This design comes from an exercise in tuning for small area, a short achievable clock period and few clock cycles on the open sky130 flow, not from production work.
In this exercise RTL edits were held to simulation tests only and were not proved equivalent to the original.

## sierra
Design mips, start of the top module:
module mips(input clk, reset,
            input  [31:0] instr_in, data_in,
            output [31:0] instr_addr, data_addr, data_out,
            output        data_rd_wr);
    parameter [31:0] pc_init = 32'h80020000;
    localparam OP_SPECIAL  = 6'b000000, OP_SPECIAL2 = 6'b011100,
               OP_J = 6'b000010, OP_JAL = 6'b000011,
               OP_BEQ = 6'b000100, OP_BNE = 6'b000101,
               OP_ADDIU = 6'b001001, OP_SLTI = 6'b001010, OP_LUI = 6'b001111,
               OP_LW = 6'b100011, OP_SW = 6'b101011;
    localparam FN_SLL = 6'b000000, FN_JR = 6'b001000,
               FN_ADDU = 6'b100001, FN_SUBU = 6'b100011, FN_MUL = 6'b000010;
    localparam MB = 104;    
    wire        stall;
    wire        id_taken;
    wire [31:0] id_target;
    reg  [31:0] f_seq, f_tgt;
    reg         f_sel, f_nsel;
    wire [31:0] pc = f_sel ? f_tgt : f_seq;
    wire [31:0] pc4 = f_nsel ? f_seq + 32'd4 : f_tgt + 32'd4;
    assign instr_addr = pc;
    reg         id_valid;
    reg  [31:0] id_instr;
    always @(posedge clk) begin
        if (reset) begin
            f_seq    <= pc_init;
            f_sel    <= 1'b0;
            f_nsel   <= 1'b1;
            id_valid <= 1'b0;
        end else if (!stall) begin
            f_seq    <= pc4;
            f_sel    <= id_taken;
            f_nsel   <= !id_taken;
            id_valid <= 1'b1;
        end
        if (!stall) f_tgt <= id_target;
        if (reset || !stall) id_instr <= instr_in;
    end
    wire [5:0]  op    = id_instr[31:26];
  ...
export LEC_CHECK = 0
export CAP_MARGIN = 20
export CORE_MARGIN = 2
export CORE_UTILIZATION = 40
export CTS_CLUSTER_DIAMETER = 120
export CTS_CLUSTER_SIZE = 20
export PLACE_DENSITY = 0.6
export SETUP_SLACK_MARGIN = 5
export SLEW_MARGIN = 60
create_clock -name core_clock -period 11.0 [get_ports {clk}]
run.sh (not shown) runs the stock make flow with config.mk's settings and CLKGATE_MAP_FILE= SYNTH_SCRIPT=/design/flow/synth_recipe.tcl, a recipe that flattens the netlist after the stock synthesis.
The final layout from sierra, which completed every stage, passed the timing, design-rule and antenna checks at the end of the flow.
Testbench counts of sierra, summed over its fixed seeds: cycles 101,853.
Modified inputs, zinc compared to sierra
--- a/flow/design.v
+++ b/flow/design.v
@@ -26,36 +26,33 @@
                OP_BEQ = 6'b000100, OP_BNE = 6'b000101,
                OP_ADDIU = 6'b001001, OP_SLTI = 6'b001010, OP_LUI = 6'b001111,
                OP_LW = 6'b100011, OP_SW = 6'b101011;
     localparam FN_SLL = 6'b000000, FN_JR = 6'b001000,
                FN_ADDU = 6'b100001, FN_SUBU = 6'b100011, FN_MUL = 6'b000010;
     localparam MB = 104;    
     wire        stall;
     wire        id_taken;
     wire [31:0] id_target;
     reg  [31:0] f_seq, f_tgt;
-    reg         f_sel, f_nsel;
+    reg         f_sel;
     wire [31:0] pc = f_sel ? f_tgt : f_seq;
-    wire [31:0] pc4 = f_nsel ? f_seq + 32'd4 : f_tgt + 32'd4;
     assign instr_addr = pc;
     reg         id_valid;
     reg  [31:0] id_instr;
     always @(posedge clk) begin
         if (reset) begin
             f_seq    <= pc_init;
             f_sel    <= 1'b0;
-            f_nsel   <= 1'b1;
             id_valid <= 1'b0;
         end else if (!stall) begin
-            f_seq    <= pc4;
+            f_seq    <= f_sel ? f_tgt + 32'd4 : f_seq + 32'd4;    
             f_sel    <= id_taken;
-            f_nsel   <= !id_taken;
             id_valid <= 1'b1;
         end
         if (!stall) f_tgt <= id_target;
         if (reset || !stall) id_instr <= instr_in;
     end
     wire [5:0]  op    = id_instr[31:26];
     wire [5:0]  fn    = id_instr[5:0];
     wire [4:0]  f_rd  = id_instr[15:11];
     wire [4:0]  f_rs  = id_instr[25:21];
     wire [4:0]  f_rt  = id_instr[20:16];
@@ -92,21 +89,21 @@
             endcase
             OP_SPECIAL2: if (fn == FN_MUL) begin
                 d_use_rs = 1'b1; d_use_rt = 1'b1; d_wr = 1'b1; d_dst = f_rd; d_mul = 1'b1;
             end
             default: ;
         endcase
         if (d_dst == 5'd0) d_wr = 1'b0;
     end
     reg        ex_wr, ex_load, ex_store, ex_mul, ex_sll, ex_slt, ex_cin;
     reg [4:0]  ex_dst, ex_sa;
-    reg [31:0] ex_a, ex_b, ex_sd, ex_p;
+    reg [31:0] ex_a, ex_b, ex_sd;
     reg        me_wr, me_load, me_store, me_mul;
     reg [4:0]  me_dst;
     reg [31:0] me_res, me_sd;
     reg        wb_wr;
     reg [4:0]  wb_dst;
     reg [31:0] wb_res;
     wire [31:0] alu_y, me_fwd;
     wire        alu_sum31;
     reg  [31:1] rs_oh, rt_oh;
     reg         rs_ex, rs_me, rs_wb, rt_ex, rt_me, rt_wb, rs_eq_rt;
@@ -166,21 +163,21 @@
     wire g_stall  = (g_use_ex && (d_load || d_mul)) ||
                     ((i_br || i_jr) && ((g_use_ex && (d_sll || i_jr)) || (ex_late && g_use_me)));
     wire s_stall  = d_branch && ex_late && (use_ex_rs || use_ex_rt);
     reg  stall_q;
     always @(posedge clk)
         if (reset) stall_q <= 1'b0;
         else       stall_q <= stall ? s_stall : g_stall;
     assign stall = stall_q;
     wire [31:0] bk     = rs_ex ? rt_v : rs_v;
     wire [31:0] kc     = (ex_a & ex_b) | ((ex_a | ex_b) & ~bk);
-    wire        eq_add = ((ex_p ^ bk) == {kc[30:0], ex_cin});
+    wire        eq_add = ((ex_a ^ ex_b ^ bk) == {kc[30:0], ex_cin});
     wire        lt     = (ex_a[31] == ex_b[31]) ? ex_a[31] : alu_sum31;
     wire        eq_slt = (bk[31:1] == 31'd0) && (bk[0] == lt);
     wire        eq_ex  = ex_slt ? eq_slt : eq_add;
     wire        br_eq  = rs_eq_rt || ((rs_ex || rt_ex) ? eq_ex : (rs_v == rt_v));
     assign id_taken  = id_valid && (d_j || d_jr || (d_beq && br_eq) || (d_bne && !br_eq));
     assign id_target = d_jr ? rs_v :
                        d_j  ? {f_seq[31:28], id_instr[25:0], 2'b00} :
                               f_seq + {simm[29:0], 2'b00};
     wire [31:0] a_const = d_j ? f_seq + 32'd4 : {f_imm, 16'd0};
     wire [31:0] a_base  = d_a_const ? a_const : d_a_rt ? rt_v : rs_v;
@@ -205,21 +202,20 @@
             ex_store <= d_store && issue;
             ex_mul   <= d_mul && issue;
         end
         ex_sll <= d_sll;
         ex_slt <= d_slt;
         ex_cin <= d_inv;
         ex_dst <= d_dst;
         ex_sa  <= f_sa;
         ex_a   <= a_val;
         ex_b   <= b_val ^ {32{d_inv}};
-        ex_p   <= a_val ^ b_val ^ {32{d_inv}};
         ex_sd  <= rt_val;
     end
     wire [32:0] sum1 = {ex_a, 1'b1} + {ex_b, ex_cin};
     wire [31:0] sum  = sum1[32:1];
     assign alu_sum31 = sum[31];
     assign alu_y = ex_sll ? (ex_a << ex_sa) :
                    ex_slt ? {31'd0, lt} : sum;
     wire [MB-1:0] mul_m;
     mul_st1 mul1(.a(ex_a), .b(ex_sd), .m(mul_m));
     reg [MB-1:0] me_m;
Notes after the runs:
Per the comparison of zinc with sierra, critical path depth decreased by 4 relative to the old numbers; sequential cell count decreased by 33 relative to the old numbers; routed wire length increased by about 4% relative to the old numbers; DRC violation count after routing closely matched the old numbers; die area decreased by 1500 um^2 relative to the old numbers.
Synthesized area in zinc is about 0.7% lower than in sierra
Any difference in final-layout clock-cell area share between sierra and zinc is small enough to ignore.
zinc vs sierra: first-iteration DRC count up by a few percent
zinc: worst slew margin relative to its limit is 0.71 points lower than what sierra reported.
Sort zinc and sierra by flip-flop and latch share of the layout cell area desc -> top: sierra
The worst hold slack across all endpoints in zinc sits 72 ps below the value recorded for sierra.
End point of the critical path: f_sel -> zinc, f_nsel -> sierra
In the metrics for zinc and sierra, the one carrying the higher routing usage on met3 is zinc.
Testbench counts of zinc, summed over its fixed seeds: cycles 101,853.

-- separate check: timing with driven ports --
How much do the figures lean on ideal ports? The routed layouts below were timed once more, with nothing changed but the port constraints.
Step 1 assumes that a clkbuf_16 drives the clock port and a buf_2 every other input.
Step 2 times the ports against the registers' clock, not the clock port: input delays grow and output delays shrink by t, the midpoint of the rising clock arrivals with the driver on.
Three values: no drivers, after step 1, after step 2; two values: the first two.
run | shift t [ns] | setup slack, ns | worst setup path after step 2 | clock arrival spread, ns | slew at the worst register clock pin (ns)
sierra | 0.895 | 5.352 / 5.352 / 5.352 | register to register | 0.060 / 0.059 | 0.10 / 0.10
zinc | 0.888 | 5.516 / 5.516 / 5.516 | register to register | 0.085 / 0.086 | 0.10 / 0.10
After both steps setup and hold are still met in every run listed.
